This design comes from an exercise in tuning for small area and a short achievable clock period on the open sky130 flow, not from production work. The RTL was checked by simulation tests, not by an equivalence proof against the original design. No activity file was given, so power comes from the tool's default toggle rates.

## flow/run.sh

```bash
#!/bin/bash
# synth_recipe.tcl (not shown) runs the flow's synth.tcl, then flattens the netlist and writes it again
# the make line also repeats each setting of config.mk as NAME=value (left out here)
make -C /OpenROAD-flow-scripts/flow DESIGN_CONFIG=/design/flow/config.mk WORK_HOME=/design/flow/orfs CLKGATE_MAP_FILE= SYNTH_SCRIPT=/design/flow/synth_recipe.tcl finish
```

## flow/config.mk

```make
export PLATFORM = sky130hd
export DESIGN_NAME = CPUMIPS
export DESIGN_NICKNAME = CPUMIPS
export VERILOG_FILES = /design/flow/design.v
export SDC_FILE = /design/flow/constraint.sdc
export NUM_CORES = 4
export LEC_CHECK = 0
export CAP_MARGIN = 20
export CORE_MARGIN = 2
export CORE_UTILIZATION = 45
export PLACE_DENSITY = 0.6
export SLEW_MARGIN = 20
```

## flow/constraint.sdc

```tcl
create_clock -name core_clock -period 7.0 [get_ports {clk}]
set_input_delay 1.4000 -clock core_clock [delete_from_list [all_inputs] [get_ports {clk}]]
set_output_delay 1.4000 -clock core_clock [all_outputs]
set_load 0.01 [all_outputs]
```

## flow/design.v

```verilog
`timescale 1ns / 1ps
module CPUMIPS(clk,
               rstn,
               ii_miss_data,
               id_miss_data,
               oi_addr,
               od_addr,
               od_write_data,
               od_SIG_write
               );
   input clk, rstn;
   input [127:0] ii_miss_data, id_miss_data;
   output [31:0] od_addr, oi_addr;
   output [31:0] od_write_data;
   output od_SIG_write;
   integer i;
   reg [31:2]  pc;                  
   reg [25:0]  itag [0:3];
   reg [3:0]   ivalid;
   reg [1:0]   icnt;
   reg [31:0]  ifid_ins;
   reg [31:2]  ifid_npc;
   reg [31:0]  idex_a;              
   reg [31:0]  idex_b;              
   reg [31:0]  idex_opb;            
   reg [31:2]  idex_target;         
   reg [4:0]   idex_dest;
   reg         idex_inv, idex_and, idex_or, idex_slt;
   reg         idex_wen, idex_rd, idex_wr, idex_br;
   reg [31:0]  exmem_alu;
   reg [31:0]  exmem_b;
   reg [31:2]  exmem_target;
   reg [4:0]   exmem_dest;
   reg         exmem_take, exmem_wen, exmem_rd, exmem_wr;
   reg [127:0] ddata [0:3];
   reg [25:0]  dtag [0:3];
   reg [3:0]   dvalid;
   reg [1:0]   dcnt;
   reg [31:0]  memwb_data;
   reg [4:0]   memwb_dest;
   reg         memwb_wen;
   reg [31:0]  rf [1:31];
   reg [31:1]  rf_set;
   assign oi_addr = {pc, 2'b00};
   wire [1:0]  iidx = pc[5:4];
   reg  [3:0]  imatch;
   always @(*)
      for (i = 0; i < 4; i = i + 1)
         imatch[i] = ivalid[i] & (itag[i] == pc[31:6]);
   wire        ilookup = imatch[iidx];
   wire        ilast = (icnt == 2'd3);
   wire        ihit = ilookup | ilast;
   reg  [31:0] fetch_ins;
   always @(*)
      case (pc[3:2])
         2'b00: fetch_ins = ii_miss_data[31:0];
         2'b01: fetch_ins = ii_miss_data[63:32];
         2'b10: fetch_ins = ii_miss_data[95:64];
         default: fetch_ins = ii_miss_data[127:96];
      endcase
   always @(posedge clk) begin
      if (!rstn) begin
         ivalid <= 4'b0;
         icnt <= 2'd0;
      end else if (!ilookup) begin
         if (ilast) begin
            ivalid[iidx] <= 1'b1;
            icnt <= 2'd0;
         end else
            icnt <= icnt + 2'd1;
      end
   end
   always @(posedge clk)
      if (!ilookup && ilast)
         itag[iidx] <= pc[31:6];
   wire [1:0]  didx = exmem_alu[5:4];
   reg  [3:0]  dmatch;
   always @(*)
      for (i = 0; i < 4; i = i + 1)
         dmatch[i] = dvalid[i] & (dtag[i] == exmem_alu[31:6]);
   wire        dlookup = dmatch[didx];
   wire        dlast = (dcnt == 2'd3);
   wire        dhit = !exmem_rd | dlookup | dlast;
   wire        dfill = exmem_rd & !dlookup & dlast;
   wire        advance = ihit & dhit;
   wire [5:0]  op = ifid_ins[31:26];
   wire [4:0]  rs = ifid_ins[25:21];
   wire [4:0]  rt = ifid_ins[20:16];
   wire [4:0]  rd = ifid_ins[15:11];
   wire [5:0]  funct = ifid_ins[5:0];
   wire [15:0] imm = ifid_ins[15:0];
   wire        is_r   = (op == 6'h00);
   wire        is_lw  = (op == 6'h23);
   wire        is_sw  = (op == 6'h2b);
   wire        is_beq = (op == 6'h04);
   wire        f_sub = (funct == 6'h22);
   wire        f_and = (funct == 6'h24);
   wire        f_or  = (funct == 6'h25);
   wire        f_slt = (funct == 6'h2a);
   wire        d_inv = is_beq | (is_r & (f_sub | f_slt));
   wire [4:0]  d_dest = is_r ? rd : rt;
   wire        d_wen = (is_r | is_lw) & (d_dest != 5'd0);
   wire [31:0] rfx [0:31];
   wire [31:0] rf_setx = {rf_set, 1'b0};
   genvar g;
   generate
      assign rfx[0] = 32'd0;
      for (g = 1; g < 32; g = g + 1) begin : rfv
         assign rfx[g] = rf[g];
      end
   endgenerate
   wire [31:0] rf_a = (memwb_wen && memwb_dest == rs) ? memwb_data
                    : rf_setx[rs] ? rfx[rs] : {27'd0, rs};
   wire [31:0] rf_b = (memwb_wen && memwb_dest == rt) ? memwb_data
                    : rf_setx[rt] ? rfx[rt] : {27'd0, rt};
   wire [31:0] sext = {{16{imm[15]}}, imm};
   wire [31:0] d_opb = (is_lw | is_sw) ? sext : (d_inv ? ~rf_b : rf_b);
   wire [31:2] d_target = ifid_npc + sext[29:0];
   wire [32:0] ex_sum = {1'b0, idex_a} + {1'b0, idex_opb} + {32'd0, idex_inv};
   wire        ex_arith = !(idex_and | idex_or | idex_slt);
   wire [31:0] ex_res = ({32{ex_arith}} & ex_sum[31:0])
                      | ({32{idex_and}} & (idex_a & idex_opb))
                      | ({32{idex_or}}  & (idex_a | idex_opb))
                      | {31'd0, idex_slt & !ex_sum[32]};
   wire        ex_take = idex_br & (idex_a == idex_b);
   assign od_addr = exmem_alu;
   assign od_write_data = exmem_b;
   assign od_SIG_write = exmem_wr;
   wire [1:0]  dword = exmem_alu[3:2];
   wire [127:0] dline = ddata[didx];
   reg  [31:0] cache_word, mem_word;
   always @(*) begin
      case (dword)
         2'b00: begin cache_word = dline[31:0];   mem_word = id_miss_data[31:0];   end
         2'b01: begin cache_word = dline[63:32];  mem_word = id_miss_data[63:32];  end
         2'b10: begin cache_word = dline[95:64];  mem_word = id_miss_data[95:64];  end
         default: begin cache_word = dline[127:96]; mem_word = id_miss_data[127:96]; end
      endcase
   end
   wire [31:0] load_word = dlookup ? cache_word : mem_word;
   wire [31:0] m_wb = exmem_rd ? load_word : exmem_alu;
   always @(posedge clk) begin
      if (!rstn) begin
         dvalid <= 4'b0;
         dcnt <= 2'd0;
      end else if (exmem_rd && !dlookup) begin
         if (dlast) begin
            dvalid[didx] <= 1'b1;
            dcnt <= 2'd0;
         end else
            dcnt <= dcnt + 2'd1;
      end
   end
   wire        dstore = exmem_wr & dlookup;
   wire [127:0] dwdata = dfill ? id_miss_data : {4{exmem_b}};
   always @(posedge clk)
      for (i = 0; i < 4; i = i + 1) begin
         if (dfill && didx == i)
            dtag[i] <= exmem_alu[31:6];
         if ((dfill || (dstore && dword == 2'd0)) && didx == i)
            ddata[i][31:0] <= dwdata[31:0];
         if ((dfill || (dstore && dword == 2'd1)) && didx == i)
            ddata[i][63:32] <= dwdata[63:32];
         if ((dfill || (dstore && dword == 2'd2)) && didx == i)
            ddata[i][95:64] <= dwdata[95:64];
         if ((dfill || (dstore && dword == 2'd3)) && didx == i)
            ddata[i][127:96] <= dwdata[127:96];
      end
   always @(posedge clk)
      for (i = 1; i < 32; i = i + 1)
         if (memwb_wen && memwb_dest == i)
            rf[i] <= memwb_data;
   always @(posedge clk)
      for (i = 1; i < 32; i = i + 1)
         if (!rstn)
            rf_set[i] <= 1'b0;
         else if (memwb_wen && memwb_dest == i)
            rf_set[i] <= 1'b1;
   always @(posedge clk) begin
      if (!rstn)
         pc <= 30'd0;
      else if (advance)
         pc <= exmem_take ? exmem_target : pc + 30'd1;
   end
   always @(posedge clk) begin
      if (!rstn)
         ifid_ins <= 32'd0;
      else if (advance)
         ifid_ins <= fetch_ins;
      if (advance)
         ifid_npc <= pc + 30'd1;
   end
   always @(posedge clk) begin
      if (!rstn) begin
         idex_a <= 32'd0;
         idex_b <= 32'd0;
         idex_opb <= 32'd0;
         idex_inv <= 1'b0;
         idex_and <= 1'b0;
         idex_or <= 1'b0;
         idex_slt <= 1'b0;
         idex_wen <= 1'b0;
         idex_rd <= 1'b0;
         idex_wr <= 1'b0;
         idex_br <= 1'b0;
      end else if (advance) begin
         idex_a <= rf_a;
         idex_b <= rf_b;
         idex_opb <= d_opb;
         idex_inv <= d_inv;
         idex_and <= is_r & f_and;
         idex_or <= is_r & f_or;
         idex_slt <= is_r & f_slt;
         idex_wen <= d_wen;
         idex_rd <= is_lw;
         idex_wr <= is_sw;
         idex_br <= is_beq;
      end
      if (advance) begin
         idex_target <= d_target;
         idex_dest <= d_dest;
      end
   end
   always @(posedge clk) begin
      if (!rstn) begin
         exmem_alu <= 32'd0;
         exmem_b <= 32'd0;
         exmem_take <= 1'b0;
         exmem_wen <= 1'b0;
         exmem_rd <= 1'b0;
         exmem_wr <= 1'b0;
      end else if (advance) begin
         exmem_alu <= ex_res;
         exmem_b <= idex_b;
         exmem_take <= ex_take;
         exmem_wen <= idex_wen;
         exmem_rd <= idex_rd;
         exmem_wr <= idex_wr;
      end
      if (advance) begin
         exmem_target <= idex_target;
         exmem_dest <= idex_dest;
      end
   end
   always @(posedge clk) begin
      if (!rstn)
         memwb_wen <= 1'b0;
      else if (advance)
         memwb_wen <= exmem_wen;
      if (advance) begin
         memwb_data <= m_wb;
         memwb_dest <= exmem_dest;
      end
   end
endmodule
```

==> results of run 1 <==
## cell families after synthesis
group	synth area share, %
and+or+nand+nor	9.55
muxes	4.19
xor gates and xnor gates	2.98
other	0.00397
AOI/OAI and AO/OA	14.4
buffers and inverters	2.85
DFF	64.7
adders and majority gates	1.38
## worst max-delay path, delay by kind of cell (launching register included)
kind            cells  cell delay [ns]
compound gates      2             0.76
xor+xnor            1             0.16
buf+inv             1             0.53
flops               1             0.88
simple gates        5             2.53
## cells in the mapped netlist (all sizes together) (8+ instances only)
master and instances:
edfxtp 1849, nand2 722, a22oi 654, nor2 417
a21oi 366, clkbuf 337, dfxtp 278, nand3 251
buf 206, o21ai 205, xor2 189, a211oi 159
mux2i 159, and3 138, xnor2 132, a22o 117
a221oi 100, ha 99, inv 96, a222oi 92
mux4 79, nand4 77, nor4 77, nor3 61
mux2 50, nand2b 43, a2111oi 38, o211ai 37
or4 32, a31oi 23, a21o 22, and2 19
nor2b 19, nand3b 17, o31ai 17, o21a 16
o22ai 13, or3 13, nor3b 11, or2 11
a2bb2oi 8
## final cells by class
cell class / count / area [um^2]
Clock inverter: 137 / 1500
Multi-Input combinational cell: 4552 / 31500
Sequential cell: 2127 / 61100
Timing Repair Buffer: 570 / 5350
Tap cell: 2805 / 3510
Clock buffer: 264 / 5690
Inverter: 96 / 373
Fill cell: 17600 / 100000
Antenna cell: 11 / 27.5
## where the power goes
group	internal, mW	total, mW	leakage [nW]	switching [mW]
logic	0.614	1.69	14.2	1.07
registers	13.8	14.0	19.0	0.207
clock network	6.75	11.9	3.47	5.15
total	21.2	27.6	36.7	6.43
## worst min path at each step
stage	end	start	depth (start not counted)	slack (ns)
6_report	exmem_target[24]	idex_target[24]	0	0.42
5_1_grt	exmem_target[24]	idex_target[24]	0	0.42
4_1_cts	memwb_dest[2]	exmem_dest[2]	0	0.42
3_5_place_dp	exmem_dest[4]	idex_dest[4]	0	0.40
3_3_place_gp	memwb_dest[2]	exmem_dest[2]	0	0.40
2_1_floorplan	exmem_dest[0]	idex_dest[0]	0	0.40
## registers in the layout (all words and copies together), names as in the netlist, 5 cells and up
name / cells
rf: 992
ddata: 512
dtag: 104
itag: 104
exmem_alu: 32
exmem_b: 32
idex_a: 32
idex_b: 32
idex_opb: 32
ifid_ins: 32
memwb_data: 32
rf_set: 31
exmem_target: 30
idex_target: 30
ifid_npc: 30
pc: 30
exmem_dest: 5
idex_dest: 5
memwb_dest: 5
## stage by stage
| step | setup slack (ns) | cells | cell area [um^2] | util, % |
|---|---|---|---|---|
| 4_1_cts | 2.09 | 10500 | 109000 | 52.1 |
| 2_1_floorplan | 2.66 | 7318 | 94400 | - |
| 3_5_place_dp | 2.10 | 10100 | 102000 | 48.6 |
| 5_1_grt | 1.75 | 10600 | 109000 | 52.1 |
| 6_report | 1.96 | 10600 | 109000 | 52.1 |
| 3_3_place_gp | 2.26 | 10100 | 102000 | 48.5 |
## metal layers
metal	share of wire [%]	wire length, um
met2	41	158000
met5	0.065	251
met3	15	59700
met1	36	141000
met4	7.3	28200
==> results.py, run 1 <==
metrics = {
    "synthesis": {
        "yosysWarnings": 4,
        "syn_avg_cell_area_um2": 12.9,
        "async_flop_share_pct": 0,
        "ys_ff_latch": 2127,
        "netlist_area_mm2": 0.0944,
        "synth_top_area_share_pct": 58.8,
        "ys_seq_area_share_pct": 64.7,
        "synthFlopType": "edfxtp_1",
        "synth-edff-count": 1849,
        "yosys.area.top_type": "edfxtp_1",
        "synthTopCellsByArea": "edfxtp_1 (59%), dfxtp_1 (5.9%), a22oi_1 (5.2%)",
        "synth_cell_type_count": 94,
        "syn_inst": 7317,
    },
    "sta": {
        "finalSetupViolCount": 0,
        "skew_ns": 0.0778,
        "hold_ws_ns": 0.417,
        "fin_tns_setup_ns": 0,
        "relSlewSlack_pct": 11.6,
        "worstMarginPinSlew_ns": 1.31,
        "finalHoldViolCount": 0,
        "fin_crit_sh_pct": 72.0,
        "period_needed_ns": 5.04,
        "rsz0062_at_grt": "no",
        "drv_slew": 0,
        "max_freq_mhz": 198,
    },
    "power_and_ir_drop": {
        "fin_total_pwr_mw": 27.6,
        "p_leak_nw": 36.7,
        "power_density_mw_per_mm2": 253,
        "ir_drop_mv": 0.281,
    },
    "global_routing": {
        "grt_max_degree": 182,
        "grt_pass1_wl_um": 529000,
        "grtUsageTotal_pct": 35.3,
        "top_usage_layer": "met2",
        "grt_overflow_total": 0,
        "grtUsageMet2_pct": 49.9,
        "grt_pass1_vias": 68300,
        "use_met3_pct": 13.0,
        "gr-usage-met1_pct": 46.9,
        "antenna_found_initial": 26,
    },
    "job": {
        "drv_cap": 0,
    },
    "worst_setup_path": {
        "critical-path-max-stage-delay_ns": 0.91,
        "crit_fanout": 109,
        "rrSetupSlack_ns": 1.96,
        "endpoint_kind": "register",
        "path_cells": "xor2_1 > nor4_1 > nand4_1 > and4b_1 > a32o_4 > inv_8 > nand2_1 > nor2_2 > a22o_1",
        "reg2regPathDepth": 9,
        "worstSetupPathType": "register to register",
        "critPathLaunch": "pc[8]",
        "worstPathArrival_ns": 5.86,
        "startpoint_type": "register",
        "setup.worst_path.end": "idex_opb[24]",
        "slowest_stage": "nor2_2",
        "required_ns": 7.82,
        "timing.rr.start": "pc[8]",
        "worst_r2r_endpoint": "idex_opb[24]",
    },
    "floorplanning": {
        "ios": 355,
        "initial_core_util_pct": 45.1,
        "fp.dieH_um": 462,
        "fp.dieW_um": 462,
        "std_cell_rows": 168,
        "core_mm2": 0.209,
        "die_area_mm2": 0.213,
    },
    "routing": {
        "final_antenna_net_count": 0,
        "drc_errors": 0,
        "via_per_inst": 6.93,
        "routed_wl_um": 387000,
        "drt_first_pass_iters": 15,
        "post_drt_wl_per_cell_um": 36.7,
        "dr.first_iter.drc_count": 14800,
        "vias": 73200,
    },
    "final_layout": {
        "final_common_cell": "edfxtp_1",
        "drive_above_1_share_pct": 11.0,
        "synthToLayoutAreaGrowth_pct": 15.5,
        "layout_common_cells": "edfxtp_1 (1,849), nand2_1 (721), a22oi_1 (654), a21oi_1 (365), clkdlybuf4s50_1 (351)",
        "final_nets": 7922,
    },
    "clock_network": {
        "cts_setup_buffers": 0,
        "clock_latency_ns": 0.91,
        "clock_sinks": 2127,
        "holdBufCountCts": 0,
        "cts_resized": 0,
        "numCtsBuffers": 215,
        "cts_max_level": 4,
        "clockBufferDepth": 3,
        "root_buffer": "clkbuf_16",
        "clkTransAtPathRegs_ns": 0.06,
        "cts_tree": "done",
    },
    "placement": {
        "dpl.hpwl_um": 229000,
        "gp_congestion": 0.983,
        "port_buffers": 352,
    },
    "run_status": {
        "status": "timing/DRC/antenna clean",
    },
    "hold_path": {
        "holdCritPathClass": "register to register",
    },
}
==> inputs of run 2 (changes only) <==
--- a/flow/design.v
+++ b/flow/design.v
@@ -36,19 +36,13 @@
    reg [25:0]  dtag [0:3];
    reg [3:0]   dvalid;
    reg [1:0]   dcnt;
-   reg [31:0]  memwb_data;
-   reg [4:0]   memwb_dest;
-   reg         memwb_wen;
    reg [31:0]  rf [1:31];
    reg [31:1]  rf_set;
    assign oi_addr = {pc, 2'b00};
    wire [1:0]  iidx = pc[5:4];
-   reg  [3:0]  imatch;
-   always @(*)
-      for (i = 0; i < 4; i = i + 1)
-         imatch[i] = ivalid[i] & (itag[i] == pc[31:6]);
-   wire        ilookup = imatch[iidx];
+   reg         ilookup;
    wire        ilast = (icnt == 2'd3);
+   wire        ifill = !ilookup && ilast;
    wire        ihit = ilookup | ilast;
    reg  [31:0] fetch_ins;
    always @(*)
@@ -71,14 +65,10 @@
       end
    end
    always @(posedge clk)
-      if (!ilookup && ilast)
+      if (ifill)
          itag[iidx] <= pc[31:6];
    wire [1:0]  didx = exmem_alu[5:4];
-   reg  [3:0]  dmatch;
-   always @(*)
-      for (i = 0; i < 4; i = i + 1)
-         dmatch[i] = dvalid[i] & (dtag[i] == exmem_alu[31:6]);
-   wire        dlookup = dmatch[didx];
+   reg         dlookup;
    wire        dlast = (dcnt == 2'd3);
    wire        dhit = !exmem_rd | dlookup | dlast;
    wire        dfill = exmem_rd & !dlookup & dlast;
@@ -109,10 +99,8 @@
          assign rfx[g] = rf[g];
       end
    endgenerate
-   wire [31:0] rf_a = (memwb_wen && memwb_dest == rs) ? memwb_data
-                    : rf_setx[rs] ? rfx[rs] : {27'd0, rs};
-   wire [31:0] rf_b = (memwb_wen && memwb_dest == rt) ? memwb_data
-                    : rf_setx[rt] ? rfx[rt] : {27'd0, rt};
+   wire [31:0] rf_a = rf_setx[rs] ? rfx[rs] : {27'd0, rs};
+   wire [31:0] rf_b = rf_setx[rt] ? rfx[rt] : {27'd0, rt};
    wire [31:0] sext = {{16{imm[15]}}, imm};
    wire [31:0] d_opb = (is_lw | is_sw) ? sext : (d_inv ? ~rf_b : rf_b);
    wire [31:2] d_target = ifid_npc + sext[29:0];
@@ -152,7 +140,7 @@
       end
    end
    wire        dstore = exmem_wr & dlookup;
-   wire [127:0] dwdata = dfill ? id_miss_data : {4{exmem_b}};
+   wire [127:0] dwdata = exmem_rd ? id_miss_data : {4{exmem_b}};
    always @(posedge clk)
       for (i = 0; i < 4; i = i + 1) begin
          if (dfill && didx == i)
@@ -166,21 +154,51 @@
          if ((dfill || (dstore && dword == 2'd3)) && didx == i)
             ddata[i][127:96] <= dwdata[127:96];
       end
+   wire        rf_we = advance & exmem_wen;
    always @(posedge clk)
       for (i = 1; i < 32; i = i + 1)
-         if (memwb_wen && memwb_dest == i)
-            rf[i] <= memwb_data;
+         if (rf_we && exmem_dest == i)
+            rf[i] <= m_wb;
    always @(posedge clk)
       for (i = 1; i < 32; i = i + 1)
          if (!rstn)
             rf_set[i] <= 1'b0;
-         else if (memwb_wen && memwb_dest == i)
+         else if (rf_we && exmem_dest == i)
             rf_set[i] <= 1'b1;
+   wire [31:2] pc_inc = pc + 30'd1;
+   reg  [3:0]  ieq_inc, ieq_tgt;
+   always @(*)
+      for (i = 0; i < 4; i = i + 1) begin
+         ieq_inc[i] = ivalid[i] & (itag[i] == pc_inc[31:6]);
+         ieq_tgt[i] = ivalid[i] & (itag[i] == exmem_target[31:6]);
+      end
+   wire        im_inc = (ifill && pc_inc[5:4] == iidx) ? (pc_inc[31:6] == pc[31:6])
+                                                       : ieq_inc[pc_inc[5:4]];
+   wire        im_tgt = (ifill && exmem_target[5:4] == iidx) ? (exmem_target[31:6] == pc[31:6])
+                                                             : ieq_tgt[exmem_target[5:4]];
+   wire        ilookup_next = !advance ? ihit : (exmem_take ? im_tgt : im_inc);
+   wire [31:0] nd = ex_sum[31:0];
+   reg  [3:0]  deq;
+   always @(*)
+      for (i = 0; i < 4; i = i + 1)
+         deq[i] = dvalid[i] & (dtag[i] == nd[31:6]);
+   wire        dm_sum = (dfill && nd[5:4] == didx) ? (nd[31:6] == exmem_alu[31:6])
+                                                   : deq[nd[5:4]];
+   wire        dlookup_next = !advance ? (dlookup | dfill) : dm_sum;
+   always @(posedge clk) begin
+      if (!rstn) begin
+         ilookup <= 1'b0;
+         dlookup <= 1'b0;
+      end else begin
+         ilookup <= ilookup_next;
+         dlookup <= dlookup_next;
+      end
+   end
    always @(posedge clk) begin
       if (!rstn)
          pc <= 30'd0;
       else if (advance)
-         pc <= exmem_take ? exmem_target : pc + 30'd1;
+         pc <= exmem_take ? exmem_target : pc_inc;
    end
    always @(posedge clk) begin
       if (!rstn)
@@ -188,7 +206,7 @@
       else if (advance)
          ifid_ins <= fetch_ins;
       if (advance)
-         ifid_npc <= pc + 30'd1;
+         ifid_npc <= pc_inc;
    end
    always @(posedge clk) begin
       if (!rstn) begin
@@ -242,14 +260,4 @@
          exmem_dest <= idex_dest;
       end
    end
-   always @(posedge clk) begin
-      if (!rstn)
-         memwb_wen <= 1'b0;
-      else if (advance)
-         memwb_wen <= exmem_wen;
-      if (advance) begin
-         memwb_data <= m_wb;
-         memwb_dest <= exmem_dest;
-      end
-   end
 endmodule
--- a/flow/config.mk
+++ b/flow/config.mk
@@ -9,4 +9,5 @@
 export CORE_MARGIN = 2
 export CORE_UTILIZATION = 45
 export PLACE_DENSITY = 0.6
+export SETUP_SLACK_MARGIN = 4.0
 export SLEW_MARGIN = 20
==> run 2 against run 1 <==
Combinational power is 76% higher. Synthesized cell count up 2.9%. Critical endpoint is now dlookup. Highest routed layer unchanged. Cell area up 13%. Synthesized area is 1.2% higher. Critical path depth up 7. Worst setup slack better by 0.64 ns. Sequential share of layout area decreased by 6.8 points. Utilization up 5.8 points. Global-route usage rose by 4.2 points. Non-clock buffer count increased by 589.
==> results.py, run 2 <==
metrics = {
    "sta": {
        "finalHoldViolCount": 0,
        "rsz0062_at_grt": "yes",
        "relSlewSlack_pct": 28.9,
        "finalSetupViolCount": 0,
        "worstMarginPinSlew_ns": 1.06,
        "max_freq_mhz": 227,
        "drv_slew": 0,
        "skew_ns": 0.0546,
        "fin_tns_setup_ns": 0,
        "period_needed_ns": 4.40,
        "fin_crit_sh_pct": 62.9,
    },
    "clock_network": {
        "cts_tree": "done",
        "clock_latency_ns": 0.91,
        "cts_max_level": 4,
        "clockBufferDepth": 3,
        "root_buffer": "clkbuf_16",
        "holdBufCountCts": 0,
        "numCtsBuffers": 215,
        "clkTransAtPathRegs_ns": 0.06,
        "clock_sinks": 2091,
    },
    "global_routing": {
        "grt_overflow_total": 0,
        "grtUsageTotal_pct": 39.5,
        "grt_max_degree": 146,
        "grt_pass1_wl_um": 600000,
        "grt_pass1_vias": 75500,
        "antenna_found_initial": 29,
    },
    "final_layout": {
        "layout_common_cells": "edfxtp_1 (1,812), nand2_1 (700), buf_4 (458), a22oi_1 (379), a22o_1 (267)",
        "largest_reg_flops": 992,
        "final_common_cell": "edfxtp_1",
        "fin_cells": 11400,
        "fin_area_mm2": 0.123,
        "synthToLayoutAreaGrowth_pct": 28.4,
        "top_register": "rf",
        "drive_above_1_share_pct": 23.8,
        "top_regs": "rf: 992 flops, ddata: 512 flops",
        "postLayoutCoreUtil_pct": 58.0,
        "final_nets": 8753,
    },
    "power_and_ir_drop": {
        "seqPwrFrac_pct": 47.6,
        "p_leak_nw": 42.5,
        "power_density_mw_per_mm2": 238,
        "p_comb_share_pct": 10.2,
        "intPower_mw": 21.9,
        "switchingPower_mw": 7.29,
        "swShare_pct": 25.0,
        "clockPowerShare_pct": 42.2,
        "ir_drop_mv": 0.299,
    },
    "worst_setup_path": {
        "endpoint_kind": "register",
        "crit_fanout": 6,
        "reg2regPathDepth": 16,
        "required_ns": 7.82,
        "startpoint_type": "register",
        "worstPathArrival_ns": 5.22,
        "worstSetupPathType": "register to register",
    },
    "synthesis": {
        "syn_avg_cell_area_um2": 12.7,
        "ys_ff_latch": 2091,
        "synth.top_cells.by_count": "edfxtp_1 (1,812), nand2_1 (714), clkbuf_1 (433), nor2_1 (419), a22oi_1 (384)",
        "synth-edff-count": 1812,
        "async_flop_share_pct": 0,
        "netlist_area_mm2": 0.0955,
        "ys_seq_area_share_pct": 62.8,
        "yosysMostFrequentCell": "edfxtp_1",
        "synthFlopType": "edfxtp_1",
        "synthTopCellsByArea": "edfxtp_1 (57%), dfxtp_1 (5.8%), a22oi_1 (3.0%)",
        "yosys.area.top_type": "edfxtp_1",
        "syn_inst": 7528,
        "synth_cell_type_count": 92,
        "yosysWarnings": 4,
        "synth_top_area_share_pct": 57.0,
    },
    "placement": {
        "place_area_mm2": 0.104,
        "gp_congestion": 0.995,
        "dp_cells": 10400,
        "port_buffers": 352,
        "dpl.hpwl_um": 254000,
    },
    "routing": {
        "routed_wl_um": 450000,
        "post_drt_wl_per_cell_um": 39.4,
        "final_antenna_net_count": 0,
        "dr.first_iter.drc_count": 16300,
        "drt_first_pass_iters": 14,
        "via_per_inst": 7.07,
        "drc_errors": 0,
        "vias": 80700,
    },
    "floorplanning": {
        "std_cell_rows": 169,
        "ios": 355,
        "fp.dieW_um": 465,
        "fp.dieH_um": 465,
        "initial_core_util_pct": 45.1,
        "core_mm2": 0.212,
        "die_area_mm2": 0.216,
    },
    "hold_path": {
        "holdCritPathClass": "register to register",
        "hold-path-cell-count": 0,
    },
    "run_status": {
        "status": "timing/DRC/antenna clean",
    },
    "job": {
        "drv_cap": 0,
    },
}
==> run 2: cell count changes after synthesis, moves of 57 or more <==
cell,before,now
a22oi_1,654,384
nand4_1,77,160
xnor2_1,132,252
a21oi_1,365,191
nor3_1,60,182
inv_1,94,169
a221oi_1,98,287
and3_1,138,46
a22o_1,117,267
buf_2,141,15
a211oi_1,159,86
xor2_1,189,246
clkbuf_1,336,433
nand3_1,248,165
==> run 2: final timing paths <==
| check | startpoint | endpoint | slack [ns] |
|---|---|---|---|
| setup / recovery | idex_a[0] | dlookup | 2.60 |
| hold / removal | idex_target[10] | exmem_target[10] | 0.39 |
| setup reg to reg | idex_a[0] | dlookup | 2.60 |
| hold reg to reg | idex_target[10] | exmem_target[10] | 0.39 |
==> run 2: what timing repair did <==
item	CTS	global route
cloned	32	23
pin swaps	231	310
setup endpoints to repair	2874	1333
buffers inserted	378	170
gates resized for setup	999	437
==> run 2: cells by family after synthesis <==
logic type               synth area share (%)
AO/OA/AOI/OAI                            15.1
flip-flops                               62.8
other                                 0.00393
XOR/XNOR                                 4.65
buffers and inverters                    2.81
multiplexers                             3.54
AND/OR/NAND/NOR                          9.69
adder cells (fa/ha/maj)                  1.36
==> run 2: critical path, cell delays in order, from the launching register on <==
cell and delay (ns):
dfxtp_4 0.35, fa_2 0.41, buf_4 0.15, buf_6 0.11, a211oi_4 0.29, o211ai_1 0.13
buf_4 0.19, a31oi_4 0.19, buf_12 0.16, o21ai_4 0.10, xor2_4 0.21, xor2_1 0.17
or4_1 0.53, or4_4 0.51, or4_4 0.44, o41ai_4 0.20, o31a_1 0.16
==> run 2: routing by layer <==
layer,vias to the layer above,global-route usage [%],wire [um]
li1,31200,-,-
met1,39600,48.5,153000
met2,7562,57.7,188000
met3,2309,16.4,70300
met4,39,24.1,37300
met5,-,0.936,663
==> run 2: power groups by stage <==
stage                     combinational (mW)  clock [mW]  sequential (mW)
after floorplan                         1.25           0             14.1
after global placement                  2.15           0             14.2
after detailed placement                2.16           0             14.2
after CTS                               2.60        12.3             13.9
after global routing                    3.07        12.8             13.9
final                                   2.98        12.3             13.9
==> run 2: metrics by stage <==
step	hold WS, ns	setup WS, ns	total power [mW]
floorplan	0.400	3.18	15.3
global placement	0.401	1.85	16.3
detailed placement	0.405	2.05	16.4
CTS	0.395	2.75	28.8
global route	0.411	2.50	29.8
finish	0.393	2.60	29.2
==> run 2: area by class of cell <==
class	instances	area, um^2
diodes	20	50.0
clock buffers	243	5560
clock inverters	165	2010
fillers	16500	89000
inverters	173	682
multi-input cells	4751	37500
flip-flops and latches	2091	60400
well taps	2821	3530
repair buffers	1159	13000
repair inverters	2	17.5
==> inputs of run 3 (changes only) <==
--- a/flow/design.v
+++ b/flow/design.v
@@ -1,3 +1,35 @@
+`timescale 1ns / 1ps
+module pfx_add #(parameter W = 32) (a, b, cin, s, cout, co);
+   input  [W-1:0] a, b;
+   input          cin;
+   output [W-1:0] s;
+   output         cout;
+   output [W-1:0] co;               
+   localparam L = 5;                 
+   wire [W-1:0]         p = a ^ b;
+   wire [W-1:0]         g = a & b;
+   wire [(L+1)*W-1:0]   gg, pp;
+   assign gg[W-1:0] = {g[W-1:1], g[0] | (p[0] & cin)};
+   assign pp[W-1:0] = p;
+   genvar l, i;
+   generate
+      for (l = 0; l < L; l = l + 1) begin : lv
+         for (i = 0; i < W; i = i + 1) begin : bt
+            if (i >= (1 << l)) begin : m
+               assign gg[(l+1)*W + i] = gg[l*W + i] | (pp[l*W + i] & gg[l*W + i - (1 << l)]);
+               assign pp[(l+1)*W + i] = pp[l*W + i] & pp[l*W + i - (1 << l)];
+            end else begin : c
+               assign gg[(l+1)*W + i] = gg[l*W + i];
+               assign pp[(l+1)*W + i] = pp[l*W + i];
+            end
+         end
+      end
+   endgenerate
+   wire [W-1:0] carry = gg[L*W +: W];    
+   assign s = p ^ {carry[W-2:0], cin};
+   assign cout = carry[W-1];
+   assign co = carry;
+endmodule
 `timescale 1ns / 1ps
 module CPUMIPS(clk,
                rstn,
@@ -103,8 +135,11 @@
    wire [31:0] rf_b = rf_setx[rt] ? rfx[rt] : {27'd0, rt};
    wire [31:0] sext = {{16{imm[15]}}, imm};
    wire [31:0] d_opb = (is_lw | is_sw) ? sext : (d_inv ? ~rf_b : rf_b);
-   wire [31:2] d_target = ifid_npc + sext[29:0];
-   wire [32:0] ex_sum = {1'b0, idex_a} + {1'b0, idex_opb} + {32'd0, idex_inv};
+   wire [31:2] d_target;
+   pfx_add #(30) target_add(.a(ifid_npc), .b(sext[29:0]), .cin(1'b0), .s(d_target), .cout(), .co());
+   wire [32:0] ex_sum;
+   wire [31:0] ex_co;
+   pfx_add #(32) alu_add(.a(idex_a), .b(idex_opb), .cin(idex_inv), .s(ex_sum[31:0]), .cout(ex_sum[32]), .co(ex_co));
    wire        ex_arith = !(idex_and | idex_or | idex_slt);
    wire [31:0] ex_res = ({32{ex_arith}} & ex_sum[31:0])
                       | ({32{idex_and}} & (idex_a & idex_opb))
@@ -165,25 +200,41 @@
             rf_set[i] <= 1'b0;
          else if (rf_we && exmem_dest == i)
             rf_set[i] <= 1'b1;
-   wire [31:2] pc_inc = pc + 30'd1;
-   reg  [3:0]  ieq_inc, ieq_tgt;
+   wire [31:2] pc_inc;
+   pfx_add #(30) pc_add(.a(pc), .b(30'd0), .cin(1'b1), .s(pc_inc), .cout(), .co());
+   reg  [3:0]  ieq_pc, ieq_tgt;
    always @(*)
       for (i = 0; i < 4; i = i + 1) begin
-         ieq_inc[i] = ivalid[i] & (itag[i] == pc_inc[31:6]);
+         ieq_pc[i] = ivalid[i] & (itag[i] == pc[31:6]);
          ieq_tgt[i] = ivalid[i] & (itag[i] == exmem_target[31:6]);
       end
-   wire        im_inc = (ifill && pc_inc[5:4] == iidx) ? (pc_inc[31:6] == pc[31:6])
-                                                       : ieq_inc[pc_inc[5:4]];
+   wire        pc_wrap = &pc[5:2];
+   wire        ieq_wrap = ivalid[0] & (itag[0] == pc_inc[31:6]);
+   wire        im_inc = pc_wrap ? ieq_wrap
+                      : ((ifill && pc[3:2] != 2'd3) | ieq_pc[pc_inc[5:4]]);
    wire        im_tgt = (ifill && exmem_target[5:4] == iidx) ? (exmem_target[31:6] == pc[31:6])
                                                              : ieq_tgt[exmem_target[5:4]];
    wire        ilookup_next = !advance ? ihit : (exmem_take ? im_tgt : im_inc);
    wire [31:0] nd = ex_sum[31:0];
+   wire [31:0] nd_p = idex_a ^ idex_opb;
+   wire [31:0] nd_g = idex_a & idex_opb;
+   wire [31:0] nd_o = idex_a | idex_opb;
+   wire        nd_c6 = ex_co[5];
+   function automatic sum_eq(input [31:6] k, input [31:6] p, input [31:6] g,
+                             input [31:6] o, input c6);
+      integer j;
+      begin
+         sum_eq = (p[6] ^ k[6]) == c6;
+         for (j = 7; j < 32; j = j + 1)
+            sum_eq = sum_eq & ((p[j] ^ k[j]) == (k[j-1] ? g[j-1] : o[j-1]));
+      end
+   endfunction
    reg  [3:0]  deq;
    always @(*)
       for (i = 0; i < 4; i = i + 1)
-         deq[i] = dvalid[i] & (dtag[i] == nd[31:6]);
-   wire        dm_sum = (dfill && nd[5:4] == didx) ? (nd[31:6] == exmem_alu[31:6])
-                                                   : deq[nd[5:4]];
+         deq[i] = dvalid[i] & sum_eq(dtag[i], nd_p[31:6], nd_g[31:6], nd_o[31:6], nd_c6);
+   wire        deq_fill = sum_eq(exmem_alu[31:6], nd_p[31:6], nd_g[31:6], nd_o[31:6], nd_c6);
+   wire        dm_sum = (dfill && nd[5:4] == didx) ? deq_fill : deq[nd[5:4]];
    wire        dlookup_next = !advance ? (dlookup | dfill) : dm_sum;
    always @(posedge clk) begin
       if (!rstn) begin
--- a/flow/config.mk
+++ b/flow/config.mk
@@ -7,7 +7,7 @@
 export LEC_CHECK = 0
 export CAP_MARGIN = 20
 export CORE_MARGIN = 2
-export CORE_UTILIZATION = 45
-export PLACE_DENSITY = 0.6
+export CORE_UTILIZATION = 35
+export PLACE_DENSITY = 0.45
 export SETUP_SLACK_MARGIN = 4.0
 export SLEW_MARGIN = 20
==> run 3 against run 2 <==
Still clean. Hold slack improved by 0.021 ns. Synthesized cell count rose by 7.6%. Critical path depth fell by 5. Register-to-register slack improved by 0.96 ns. Wire length rose by 19%. Clock skew rose by 0.027 ns. Combinational power rose by 19%. Cell count rose by 14%. Synthesized area rose by 2.6%. First-iteration DRC count fell by 8.2%. Critical path type unchanged.
==> results.py, run 3 <==
metrics = {
    "worst_setup_path": {
        "worstSetupPathType": "register to register",
        "endpoint_kind": "register",
        "worstPathArrival_ns": 4.30,
        "startpoint_type": "register",
        "crit_fanout": 17,
        "required_ns": 7.86,
    },
    "synthesis": {
        "yosys.area.top_type": "edfxtp_1",
        "netlist_area_mm2": 0.0981,
        "synth.top_cells.by_count": "edfxtp_1 (1,812), nand2_1 (837), a22oi_1 (809), nor2_1 (477), clkbuf_1 (450)",
        "ys_ff_latch": 2091,
        "yosysWarnings": 4,
        "synth-edff-count": 1812,
        "synth_cell_type_count": 85,
        "yosysMostFrequentCell": "edfxtp_1",
        "synthFlopType": "edfxtp_1",
        "syn_inst": 8102,
        "syn_avg_cell_area_um2": 12.1,
        "synthTopCellsByArea": "edfxtp_1 (55%), a22oi_1 (6.2%), dfxtp_1 (5.7%)",
        "async_flop_share_pct": 0,
        "synth_top_area_share_pct": 55.5,
        "ys_seq_area_share_pct": 61.2,
    },
    "placement": {
        "place_area_mm2": 0.107,
        "dpl.hpwl_um": 301000,
        "port_buffers": 352,
        "gp_congestion": 0.950,
    },
    "sta": {
        "period_needed_ns": 3.44,
        "max_freq_mhz": 290,
        "relSlewSlack_pct": 12.4,
        "skew_ns": 0.0817,
        "finalHoldViolCount": 0,
        "fin_crit_sh_pct": 49.2,
        "drv_slew": 0,
        "rsz0062_at_grt": "yes",
        "finalSetupViolCount": 0,
        "fin_tns_setup_ns": 0,
        "worstMarginPinSlew_ns": 1.31,
    },
    "floorplanning": {
        "ios": 355,
        "die_area_mm2": 0.284,
        "fp.dieW_um": 533,
        "core_mm2": 0.279,
        "std_cell_rows": 194,
        "initial_core_util_pct": 35.1,
        "fp.dieH_um": 533,
    },
    "clock_network": {
        "cts_tree": "done",
        "root_buffer": "clkbuf_16",
        "numCtsBuffers": 234,
        "clock_latency_ns": 0.96,
        "cts_max_level": 4,
        "clock_sinks": 2091,
        "clockBufferDepth": 4,
        "holdBufCountCts": 0,
        "clkTransAtPathRegs_ns": 0.06,
    },
    "power_and_ir_drop": {
        "p_leak_nw": 44.3,
        "power_density_mw_per_mm2": 236,
        "ir_drop_mv": 0.212,
    },
    "final_layout": {
        "drive_above_1_share_pct": 23.5,
        "num-fill-cells": 25300,
        "largest_reg_flops": 992,
        "layout_common_cells": "edfxtp_1 (1,812), nand2_1 (821), a22oi_1 (805), buf_4 (530), nor2_1 (377)",
        "synthToLayoutAreaGrowth_pct": 30.4,
        "fin_area_mm2": 0.128,
        "multi_input_area_mm2": 0.0393,
        "top_register": "rf",
        "final_common_cell": "edfxtp_1",
        "layout.area.seq_mm2": 0.0604,
        "top_regs": "rf: 992 flops, ddata: 512 flops",
        "final_nets": 9441,
    },
    "run_status": {
        "status": "timing/DRC/antenna clean",
    },
    "routing": {
        "final_antenna_net_count": 0,
        "dr.first_iter.drc_count": 14900,
        "via_per_inst": 6.46,
        "drt_first_pass_iters": 10,
        "drc_errors": 0,
        "post_drt_wl_per_cell_um": 41.1,
        "vias": 84200,
        "routed_wl_um": 535000,
    },
    "global_routing": {
        "grt_pass1_vias": 78900,
        "grt_overflow_total": 0,
        "grt_max_degree": 146,
        "grt_pass1_wl_um": 698000,
        "grtUsageTotal_pct": 35.7,
        "antenna_found_initial": 31,
    },
    "job": {
        "drv_cap": 0,
    },
    "hold_path": {
        "holdCritPathClass": "register to register",
    },
}
run 3: cell types whose count changed in the layout (fill, tap and decap cells not counted), moves of 51 or more:
cell | previous run | this run
buf_4 | 458 | 530
a22oi_1 | 379 | 805
xnor2_1 | 222 | 276
nand2_1 | 700 | 821
a221oi_1 | 239 | 36
a21oi_1 | 173 | 327
nand2b_1 | 53 | 116
nor2_1 | 264 | 377
nor3_1 | 113 | 164
nor2b_1 | 19 | 135
a211oi_1 | 75 | 131
a22o_1 | 267 | 57
run 3: metal layers:
| metal | GRT usage (%) | up-vias | routed length, um |
|---|---|---|---|
| li1 | - | 33200 | - |
| met1 | 46.0 | 42400 | 199000 |
| met2 | 52.6 | 6699 | 226000 |
| met3 | 10.7 | 1939 | 66500 |
| met4 | 22.3 | 26 | 43000 |
| met5 | 0.0333 | - | 237 |
run 3: area by class of cell:
cell class | count | share of cell area [%]
diodes | 21 | 0.0411
clock buffers | 320 | 5.09
clock inverters | 117 | 0.992
inverters | 153 | 0.496
multi-input cells | 5310 | 30.8
flip-flops and latches | 2091 | 47.2
well taps | 3724 | 3.64
repair buffers | 1288 | 11.7
repair inverters | 3 | 0.0264
run 3: kinds of logic (layout without fill, tap and decap cells):
logic type | count (synthesis) | in the layout | synth area share [%]
simple gates | 2357 | 2367 | 11.4
flops | 2091 | 2091 | 61.2
compound gates | 2034 | 2046 | 14.7
buf+inv | 724 | 1881 | 2.90
xor+xnor | 540 | 540 | 4.84
mux | 253 | 253 | 3.65
fa+ha+maj | 102 | 102 | 1.32
other cells | 1 | 23 | 0.00382
run 3: repair_timing:
action	4_1_cts	5_1_grt
cloned	59	25
setup endpoints to repair	2816	1359
gates resized for setup	1264	361
pin swaps	251	152
buffers inserted	489	129
run 3: worst max-delay path, stage by stage, from the launching register on:
cell,delay [ns]
dfxtp_1,0.31
buf_4,0.24
nand3_2,0.25
nor2_4,0.13
buf_4,0.50
buf_6,0.44
a22oi_1,0.15
nand2_1,0.10
nor4_1,0.06
a21oi_1,0.60
nand2_2,0.35
a21oi_1,0.21
run 3: report_power, final:
group	switching (mW)	internal, mW	leakage, nW
registers	0.128	13.7	19.1
logic	2.17	1.38	21.4
clock network	5.43	7.34	3.80
total	7.73	22.5	44.3
run 3: path summary, 6_finish.rpt:
check | cells past startpoint | endpoint | slack, ns | startpoint
hold reg to reg | 0 | exmem_target[7] | 0.41 | idex_target[7]
hold / removal | 0 | exmem_target[7] | 0.41 | idex_target[7]
setup / recovery | 11 | idex_a[20] | 3.56 | ifid_ins[23]
setup reg to reg | 11 | idex_a[20] | 3.56 | ifid_ins[23]
run 3: metrics by stage:
stage               power (mW)  setup WS [ns]  std cells  hold slack (ns)  util (%)
floorplan                 15.4           3.36       8103            0.400         -
global placement          16.6           1.81      11900            0.401      38.4
detailed placement        16.6           2.09      11900            0.405      38.4
CTS                       29.9           3.76      12900            0.417      44.6
global route              30.9           3.68      13000            0.421      45.8
finish                    30.2           3.56      13000            0.413      45.8

what the ideal ports hide:
In the flow no input, the clock included, has a driving cell. The finished layouts below were timed again as built, in two steps.
Step 1: set_driving_cell puts a clkbuf_16 on clk and a buf_2 on each other input, an assumption about the parent block.
Step 2 moves the port delays by t, midway between the first and last clock arrival at a register: inputs arrive t later, outputs are due t later. That takes back most of the time a late clock gives input paths.
Slacks: ideal / step 1 / step 2; pairs: ideal / step 1.
| run | t, ns | setup WS [ns] | clock arrival spread, ns |
|---|---|---|---|
| run 1 | 0.972 | 1.959 / 1.959 / 1.959 | 0.078 / 0.078 |
| run 2 | 0.974 | 2.600 / 2.600 / 2.600 | 0.061 / 0.061 |
| run 3 | 1.026 | 3.557 / 3.557 / 2.814 | 0.085 / 0.085 |
After both steps every run listed still meets setup and hold. The setup slack of run 3, which loses most, moves by 0.000 ns with the drivers and by -0.743 ns with both steps.
